This design comes from an exercise in tuning for small area on the open sky130 flow, not from production work. Only simulation tests tie the RTL to the original design; equivalence was not proved. No activity file was given, so power comes from the tool's default toggle rates.

==> design.v <==
module top_book_vending(clk, sw9, sw8, sw7, sw6, sw5, sw4, sw3, sw2, sw1 , sw0, btn3, btn2, btn1, btn0 , seg5, seg4, seg3, seg2, seg1, seg0);
    input sw0, sw1, sw2, sw3, sw4, sw5, sw6, sw7, sw8, sw9;
    input btn0, btn1, btn2, btn3;
    input clk;
    output [6:0] seg0, seg1, seg2, seg3, seg4, seg5;
    reg       c3;             
    reg [3:0] c2, c1, c0;
    reg       q2;             
    reg [3:0] q1, q0;
    reg       t5;             
    reg [3:0] t4, t3, t2, t1, t0;
    reg [2:0] m;              
    reg       prev_buy;       
    wire [3:0] B = {btn3, btn2, btn1, btn0};
    wire [1:0] ck = {sw6, sw5};
    wire c_up = sw7;
    reg c_blk;
    always @* begin
        if (c_up) begin
            case (ck)
                2'd0: c_blk = c3 & c1[1] & (c0 == 4'd3);                        
                2'd1: c_blk = c3 & (c1[1] | (c1[0] & (c0 >= 4'd4)));            
                2'd2: c_blk = c3 | ((c2 == 4'd9) & ((c1 >= 4'd3) | ((c1 == 4'd2) & (c0 >= 4'd4))));  
                default: c_blk = c3 | (c2 != 4'd0) | (c1 >= 4'd3) | ((c1 == 4'd2) & (c0 >= 4'd4));  
            endcase
        end else begin
            case (ck)
                2'd0: c_blk = ~c3 & (c2 == 4'd0) & (c1 == 4'd0) & (c0 == 4'd0);
                2'd1: c_blk = ~c3 & (c2 == 4'd0) & (c1 == 4'd0);
                2'd2: c_blk = ~c3 & (c2 == 4'd0);
                default: c_blk = ~c3;
            endcase
        end
    end
    wire [3:0] cw = c_up ? 4'd9 : 4'd0;       
    wire ca0 = (ck == 2'd0);
    wire ca1 = (ck == 2'd1) | (ca0 & (c0 == cw));
    wire ca2 = (ck == 2'd2) | (ca1 & (c1 == cw));
    wire ca3 = (ck == 2'd3) | (ca2 & (c2 == cw));
    wire [3:0] c0s = c_up ? ((c0 == 4'd9) ? 4'd0 : c0 + 4'd1) : ((c0 == 4'd0) ? 4'd9 : c0 - 4'd1);
    wire [3:0] c1s = c_up ? ((c1 == 4'd9) ? 4'd0 : c1 + 4'd1) : ((c1 == 4'd0) ? 4'd9 : c1 - 4'd1);
    wire [3:0] c2s = c_up ? ((c2 == 4'd9) ? 4'd0 : c2 + 4'd1) : ((c2 == 4'd0) ? 4'd9 : c2 - 4'd1);
    always @(posedge clk) begin
        if (sw8) begin
            if (!sw9) begin
                c3 <= 1'b0; c2 <= 4'd0; c1 <= 4'd0; c0 <= 4'd0;
            end else if (!c_blk) begin
                if (ca0) c0 <= c0s;
                if (ca1) c1 <= c1s;
                if (ca2) c2 <= c2s;
                if (ca3) c3 <= ~c3;
            end
        end
    end
    wire qk = sw1;
    wire q_up = sw2;
    reg q_blk;
    always @* begin
        if (q_up) begin
            if (!qk) q_blk = q2 & q1[1] & (q0 == 4'd7);                        
            else     q_blk = q2 & (q1[1] | (q1[0] & (q0 >= 4'd8)));             
        end else begin
            if (!qk) q_blk = ~q2 & (q1 == 4'd0) & (q0 == 4'd0);
            else     q_blk = ~q2 & (q1 == 4'd0);
        end
    end
    wire [3:0] qw = q_up ? 4'd9 : 4'd0;
    wire qa0 = ~qk;
    wire qa1 = qk | (q0 == qw);
    wire qa2 = (qa1 & (q1 == qw));
    wire [3:0] q0s = q_up ? ((q0 == 4'd9) ? 4'd0 : q0 + 4'd1) : ((q0 == 4'd0) ? 4'd9 : q0 - 4'd1);
    wire [3:0] q1s = q_up ? ((q1 == 4'd9) ? 4'd0 : q1 + 4'd1) : ((q1 == 4'd0) ? 4'd9 : q1 - 4'd1);
    always @(posedge clk) begin
        if (sw3) begin
            if (!sw4) begin
                q2 <= 1'b0; q1 <= 4'd0; q0 <= 4'd0;
            end else if (!q_blk) begin
                if (qa0) q0 <= q0s;
                if (qa1) q1 <= q1s;
                if (qa2) q2 <= ~q2;
            end
        end
    end
    wire lt256 = ~c3 & ((c2 <= 4'd1) | ((c2 == 4'd2) & ((c1 <= 4'd4) | ((c1 == 4'd5) & (c0 <= 4'd5)))));
    wire lt512 = ~c3 & ((c2 <= 4'd4) | ((c2 == 4'd5) & ((c1 == 4'd0) | ((c1 == 4'd1) & (c0 <= 4'd1)))));
    reg [3:0] a2, a3, a4;
    reg       a5;
    always @* begin
        if (lt256) begin             
            a2 = q0; a3 = q1; a4 = {3'd0, q2}; a5 = 1'b0;
        end else if (lt512) begin    
            a2 = q0[0] ? 4'd5 : 4'd0;
            a3 = {1'b0, q0[3:1]} + (q1[0] ? 4'd5 : 4'd0);
            a4 = {1'b0, q1[3:1]} + (q2 ? 4'd5 : 4'd0);
            a5 = 1'b0;
        end else begin               
            a2 = 4'd0; a3 = q0; a4 = q1; a5 = q2;
        end
    end
    wire [4:0] z2 = t2 + a2;
    wire k2 = z2 > 5'd9;
    wire [3:0] s2 = k2 ? z2 - 5'd10 : z2;
    wire [4:0] z3 = t3 + a3 + k2;
    wire k3 = z3 > 5'd9;
    wire [3:0] s3 = k3 ? z3 - 5'd10 : z3;
    wire [4:0] z4 = t4 + a4 + k3;
    wire k4 = z4 > 5'd9;
    wire [3:0] s4 = k4 ? z4 - 5'd10 : z4;
    wire [1:0] s5 = t5 + a5 + k4;             
    wire [4:0] d0x = {1'b0, t0} - 5'd2;
    wire b0 = d0x[4];
    wire [3:0] d0 = b0 ? d0x + 5'd10 : d0x;
    wire [4:0] d1x = {1'b0, t1} - 5'd7 - b0;
    wire b1 = d1x[4];
    wire [3:0] d1 = b1 ? d1x + 5'd10 : d1x;
    wire [4:0] d2x = {1'b0, s2} - 5'd0 - b1;
    wire b2 = d2x[4];
    wire [3:0] d2 = b2 ? d2x + 5'd10 : d2x;
    wire [4:0] d3x = {1'b0, s3} - 5'd1 - b2;
    wire b3 = d3x[4];
    wire [3:0] d3 = b3 ? d3x + 5'd10 : d3x;
    wire [4:0] d4x = {1'b0, s4} - 5'd3 - b3;
    wire b4 = d4x[4];
    wire [3:0] d4 = b4 ? d4x + 5'd10 : d4x;
    wire [2:0] d5x = {1'b0, s5} - 3'd1 - b4;
    wire wrap = ~d5x[2];                      
    wire buy = (B == 4'b1110) & ~sw0 & ~prev_buy;
    always @(posedge clk) begin
        prev_buy <= (B == 4'b1110);
        if (B == 4'b0111) m <= 3'd0;
        else if (B == 4'b1011) m <= 3'd1;
        else if (B == 4'b1101) m <= 3'd2;
        else if (B == 4'b1110) m <= sw0 ? 3'd4 : 3'd3;
        if (m == 3'd0) begin
            t5 <= 1'b0; t4 <= 4'd0; t3 <= 4'd0; t2 <= 4'd0; t1 <= 4'd0; t0 <= 4'd0;
        end else if (buy) begin
            if (wrap) begin
                t5 <= d5x[0]; t4 <= d4; t3 <= d3; t2 <= d2; t1 <= d1; t0 <= d0;
            end else begin
                t5 <= s5[0]; t4 <= s4; t3 <= s3; t2 <= s2;
            end
        end
    end
    localparam [111:0] DEC7 = {7'b1111111, 7'b1111111, 7'b1111111, 7'b1111111, 7'b1111111, 7'b1111111, 7'b0010000, 7'b0000000, 7'b1111000, 7'b0000010, 7'b0010010, 7'b0011001, 7'b0110000, 7'b0100100, 7'b1111001, 7'b1000000};
    localparam [6:0] BAR = 7'b0111111, BLANK = 7'b1111111,
                     L_C = 7'b0100111, L_N = 7'b0101011, L_Q = 7'b0011000,
                     L_T = 7'b0000111, L_Y = 7'b0010001, L_F = 7'b0001110,
                     L_I = 7'b1111001, L_BN = 7'b1001000, L_S = 7'b0010010,
                     L_H = 7'b0001001;
    wire m1 = (m == 3'd1), m2 = (m == 3'd2), m3 = (m == 3'd3), m0 = (m == 3'd0), m4 = m[2];
    wire cz2 = ~c3 & (c2 == 4'd0);
    wire cz1 = cz2 & (c1 == 4'd0);
    wire qz1 = ~q2 & (q1 == 4'd0);
    wire tz4 = ~t5 & (t4 == 4'd0);
    wire tz3 = tz4 & (t3 == 4'd0);
    wire tz2 = tz3 & (t2 == 4'd0);
    wire tz1 = tz2 & (t1 == 4'd0);
    wire [3:0] dd0 = m1 ? c0 : m2 ? q0 : t0;
    wire [3:0] dd1 = m1 ? (cz1 ? 4'd10 : c1) : m2 ? (qz1 ? 4'd10 : q1) : (tz1 ? 4'd10 : t1);
    wire [3:0] dd2 = m1 ? (cz2 ? 4'd10 : c2) : m2 ? (q2 ? 4'd1 : 4'd10) : (tz2 ? 4'd10 : t2);
    wire [3:0] dd3 = m1 ? (c3 ? 4'd1 : 4'd10) : (tz3 ? 4'd10 : t3);
    wire [3:0] dd4 = tz4 ? 4'd10 : t4;
    wire [3:0] dd5 = t5 ? 4'd1 : 4'd10;
    assign seg0 = m0 ? BAR : m4 ? L_H : DEC7[7*dd0 +: 7];
    assign seg1 = m0 ? BAR : m4 ? L_S : DEC7[7*dd1 +: 7];
    assign seg2 = m0 ? BAR : m4 ? L_I : DEC7[7*dd2 +: 7];
    assign seg3 = m0 ? BAR : m4 ? L_BN : m2 ? L_Y : DEC7[7*dd3 +: 7];
    assign seg4 = m0 ? BAR : m4 ? L_I : m2 ? L_T : m1 ? L_N : DEC7[7*dd4 +: 7];
    assign seg5 = m0 ? BAR : m4 ? L_F : m2 ? L_Q : m1 ? L_C : DEC7[7*dd5 +: 7];
endmodule
==> run.sh <==
#!/bin/bash
# synth_recipe.tcl (not shown) runs the flow's synth.tcl, then flattens the netlist and writes it again
# the make line also repeats each setting of config.mk as NAME=value (left out here)
make -C /OpenROAD-flow-scripts/flow DESIGN_CONFIG=/design/flow/config.mk WORK_HOME=/design/flow/orfs CLKGATE_MAP_FILE= SYNTH_SCRIPT=/design/flow/synth_recipe.tcl finish
==> config.mk <==
export PLATFORM = sky130hd
export DESIGN_NAME = top_book_vending
export DESIGN_NICKNAME = top_book_vending
export VERILOG_FILES = /design/flow/design.v
export SDC_FILE = /design/flow/constraint.sdc
export NUM_CORES = 4
export LEC_CHECK = 0
export ABC_AREA = 1
export CAP_MARGIN = 20
export CORE_MARGIN = 2
export CORE_UTILIZATION = 60
export SLEW_MARGIN = 20
==> constraint.sdc <==
create_clock -name core_clock -period 20.0 [get_ports {clk}]
set_input_delay 4.0000 -clock core_clock [delete_from_list [all_inputs] [get_ports {clk}]]
set_output_delay 4.0000 -clock core_clock [all_outputs]
set_load 0.01 [all_outputs]
==> flow_summary_export.csv <==
group,metric,value,unit
outcome,status,"finished clean",
worst_setup_path,cp-end-kind,"flip-flop",
cells_and_area,drive_above_1_share,7.484,%
cells_and_area,final_nets,1040,
drt,vias,6234,
sta,worst_slew_pin_slew,0.7610,ns
pwr,power.internal,373.0,µW
clocking,insertion_delay,0.30,ns
clocking,clock-sinks,46,
sta,setup_viol,0,
floorplan,die_area,0.01064,mm²
cells_and_area,diodes,0,
clocking,clkTransAtPathRegs,0.09,ns
global_routing,grt_pass1_vias,5547,
drt,routedWlPerCell,14.57,µm
pwr,peakVddDrop,112.9,µV
synth,synth_edf_count,22,
pwr,p_leak,0.003216,µW
global_routing,grt_max_degree,27,
cells_and_area,final_cells,1095,
sta,fmax,125.8,MHz
synth,syn_inst,917,
sta,skew,0.007608,ns
clocking,post_cts_resized,0,
synth,synth_area,0.005899,mm²
synth,syn_nets,996,
floorplan,die_h,103.2,µm
synth,synth_cell_types,61,
hold_path,holdPathStages,2,
global_routing,grt_pass1_wl,25870,µm
sta,maxSlewViolCount,0,
clocking,cts_buffers,5,
pwr,cellPowerDensity,117.3,mW/mm²
drt,detail-route-antenna-nets,0,
floorplan,die_x,103.2,µm
placement,hpwl,12840,µm
synth,yosys_warnings,1,
sta,post-route-period-util,39.75,%
cells_and_area,fillers,873,
placement,portBuffers,56,
sta,layout_min_cycle_time,7.951,ns
synth,ys_ff_latch,46,
drt,drt_iter0_markers,363,
cells_and_area,area_growth,12.22,%
worst_setup_path,r2r_cells,43,
global_routing,grt-ovfl-total,0,
worst_setup_path,slowest_stage,"edfxtp_1",
worst_setup_path,critPathRequiredTime,20.17,ns
clocking,post_cts_buffers,0,
flow_run,max_cap_viol_count,0,
worst_setup_path,startpoint_type,"flip-flop",
sta,rsz0062_at_grt,"false",
clocking,root_buffer,"clkbuf_8",
drt,drc,0,
sta,hold_viol,0,
hold_path,min_from,"t1[1]$_SDFFE_PP0P_",
worst_setup_path,cp_max_fo,14,
clocking,cts_tree,"built",
sta,fin_tns_setup,0,ns
worst_setup_path,rr_startpoint,"c1[1]$_SDFFCE_PN0P_",
floorplan,io_pins,57,
pwr,total_power,776.5,µW
worst_setup_path,r2r_slack,12.05,ns
worst_setup_path,arrival,8.12,ns
synth,ys_seq_area_share,19.34,%
synth,yosysMostFrequentCell,"nand2_1",
floorplan,core,0.009639,mm²
drt,drtPass1Iterations,5,
worst_setup_path,max_stage_delay,0.49,ns
synth,synth_top_area_cell,"ha_1",
synth,synth_commonest_cells,"nand2_1 (174), inv_1 (148), nor2_1 (104)",
placement,dp_cells,1087,
synth,avgSynthCellArea,6.433,µm²
floorplan,row_count,36,
synth,ys_top_cells_by_area,"ha_1 (12%), edfxtp_1 (11%), nand2_1 (11%)",
synth,synth_ff_type,"dfxtp_1",
worst_setup_path,cp_common_cell,"nand2_1",
floorplan,initial_core_util,61.20,%
global_routing,grt_usage,30.68,%
sta,slew_headroom,49.21,%
worst_setup_path,regToRegEndpoint,"t0[1]$_SDFFE_PP0P_",
pwr,seqPwrFrac,16.1,%
clocking,h-tree-depth,2,
pwr,p_switching,403.5,µW
hold_path,hold_class,"flip-flop to flip-flop",
synth,async_reset_ff_share,0,%
pwr,switching_share,51.96,%
hold_path,hold_end,"t1[1]$_SDFFE_PP0P_",
pwr,combPwrFrac,75.9,%
drt,vias_per_cell,5.693,
drt,routed_wl,15950,µm
sta,timing.hold.ws,0.5159,ns
synth,synth_top_area_share,12.30,%
worst_setup_path,critPathKind,"flip-flop to flip-flop",
global_routing,antenna_found_initial,0,
clocking,hold_buffers,0,
pwr,power_frac_clock,8.0,%
clocking,cts.path.max_buffers,2,
placement,routabilityCongestion,0.9266,
## power groups by stage
| stage | Sequential, µW | Clock [µW] | Combinational (µW) |
|---|---|---|---|
| detailed placement | 126 | 0 | 584 |
| global placement | 126 | 0 | 564 |
| floorplan | 119 | 0 | 412 |
| CTS | 124 | 63.1 | 587 |
| global route | 126 | 66.4 | 669 |
| finish | 125 | 62.4 | 589 |
## registers in the layout, summed over array words and instances (netlist names)
name / cells
m: 3
c3: 1
t5: 1
q2: 1
c1: 4
t0: 3
prev_buy: 1
t2: 4
t4: 4
q0: 4
t3: 4
c0: 4
c2: 4
t1: 4
q1: 4
## stage by stage
stage               setup slack, ns  area, µm²  utilization, %
CTS                           12.09       6620           68.68
detailed placement            12.15       6528           67.72
global placement              12.55       6528           67.72
global route                  11.32       6620           68.68
finish                        12.05       6620           68.68
floorplan                     12.80       5899               -
## placed cells by master, fill, tap and decap left out, drive strengths merged, types with 10 or more instances in the layout
master         instances
nand2                182
inv                  167
nor2                 117
o21ai                 86
a21oi                 69
nand3                 62
ha                    58
clkdlybuf4s50         56
dfxtp                 24
edfxtp                22
a31oi                 16
nand4                 10
nor3                  10
## area by class of cell
type	instances	area [µm²]	area share (%)
Multi-Input combinational cell	681	4009	60.56
Sequential cell	46	1141	17.24
Inverter	170	643.1	9.715
Timing Repair Buffer	57	568.0	8.581
Tap cell	133	166.4	2.514
Clock buffer	7	87.58	1.323
Clock inverter	1	5.005	0.07560
## critical path: cells and delay by family (launching register included)
family / cells / cell delay [ns]
and+or+nand+nor: 20 / 2.76
xor gates and xnor gates: 3 / 0.52
AOI/OAI and AO/OA: 4 / 0.49
buffers and inverters: 7 / 0.73
DFF: 1 / 0.49
adders and majority gates: 9 / 2.81
## cells by family after synthesis
logic type | share of synthesized area (%)
AOI/OAI and AO/OA | 20.95
xor gates and xnor gates | 2.481
and+or+nand+nor | 30.18
buffers and inverters | 12.70
DFF | 19.34
adders and majority gates | 14.34
## how the worst max path moves through the flow
stage	depth (start not counted)	endpoint	slack [ns]	start
after floorplan	43	t2[3]$_SDFFE_PP0P_	12.80	c1[1]$_SDFFCE_PN0P_
after global placement	42	t0[1]$_SDFFE_PP0P_	12.55	c1[1]$_SDFFCE_PN0P_
after detailed placement	42	t0[1]$_SDFFE_PP0P_	12.15	c1[1]$_SDFFCE_PN0P_
after CTS	42	t0[1]$_SDFFE_PP0P_	12.09	c1[1]$_SDFFCE_PN0P_
after global routing	44	t0[1]$_SDFFE_PP0P_	11.32	c1[1]$_SDFFCE_PN0P_
final	43	t0[1]$_SDFFE_PP0P_	12.05	c1[1]$_SDFFCE_PN0P_
## layer usage
metal | global-route usage [%] | wire, µm | vias up
li1 | - | - | 3103
met1 | 40.00 | 6779 | 2902
met2 | 53.65 | 7864 | 203
met3 | 2.508 | 875 | 26
met4 | 10.12 | 433 | 0
met5 | 0 | 0 | -

## port drivers added, routing unchanged
Ports are ideal in the flow. The routed layout listed here was re-timed in OpenROAD. Step 1: set_driving_cell puts a clkbuf_16 on clk and a buf_2 on each other input, an assumption about the parent block. Step 2 moves the port delays by t, midway between the first and last clock arrival at a register: inputs arrive t later, outputs are due t later. That takes back most of the time a late clock gives input paths. a / b / c = ideal ports / drivers / drivers and shift; a / b = the first two.
t (ns): 0.336
setup WS [ns]: 12.049 / 12.049 / 12.049
worst setup path at the end: register to register
worst register clock-pin slew, ns: 0.09 / 0.09
worst data-port slew with drivers (ns): 0.08
After both steps setup and hold are still met in this run. The setup slack of this run moves by 0.000 ns with the drivers and by 0.000 ns with both steps.
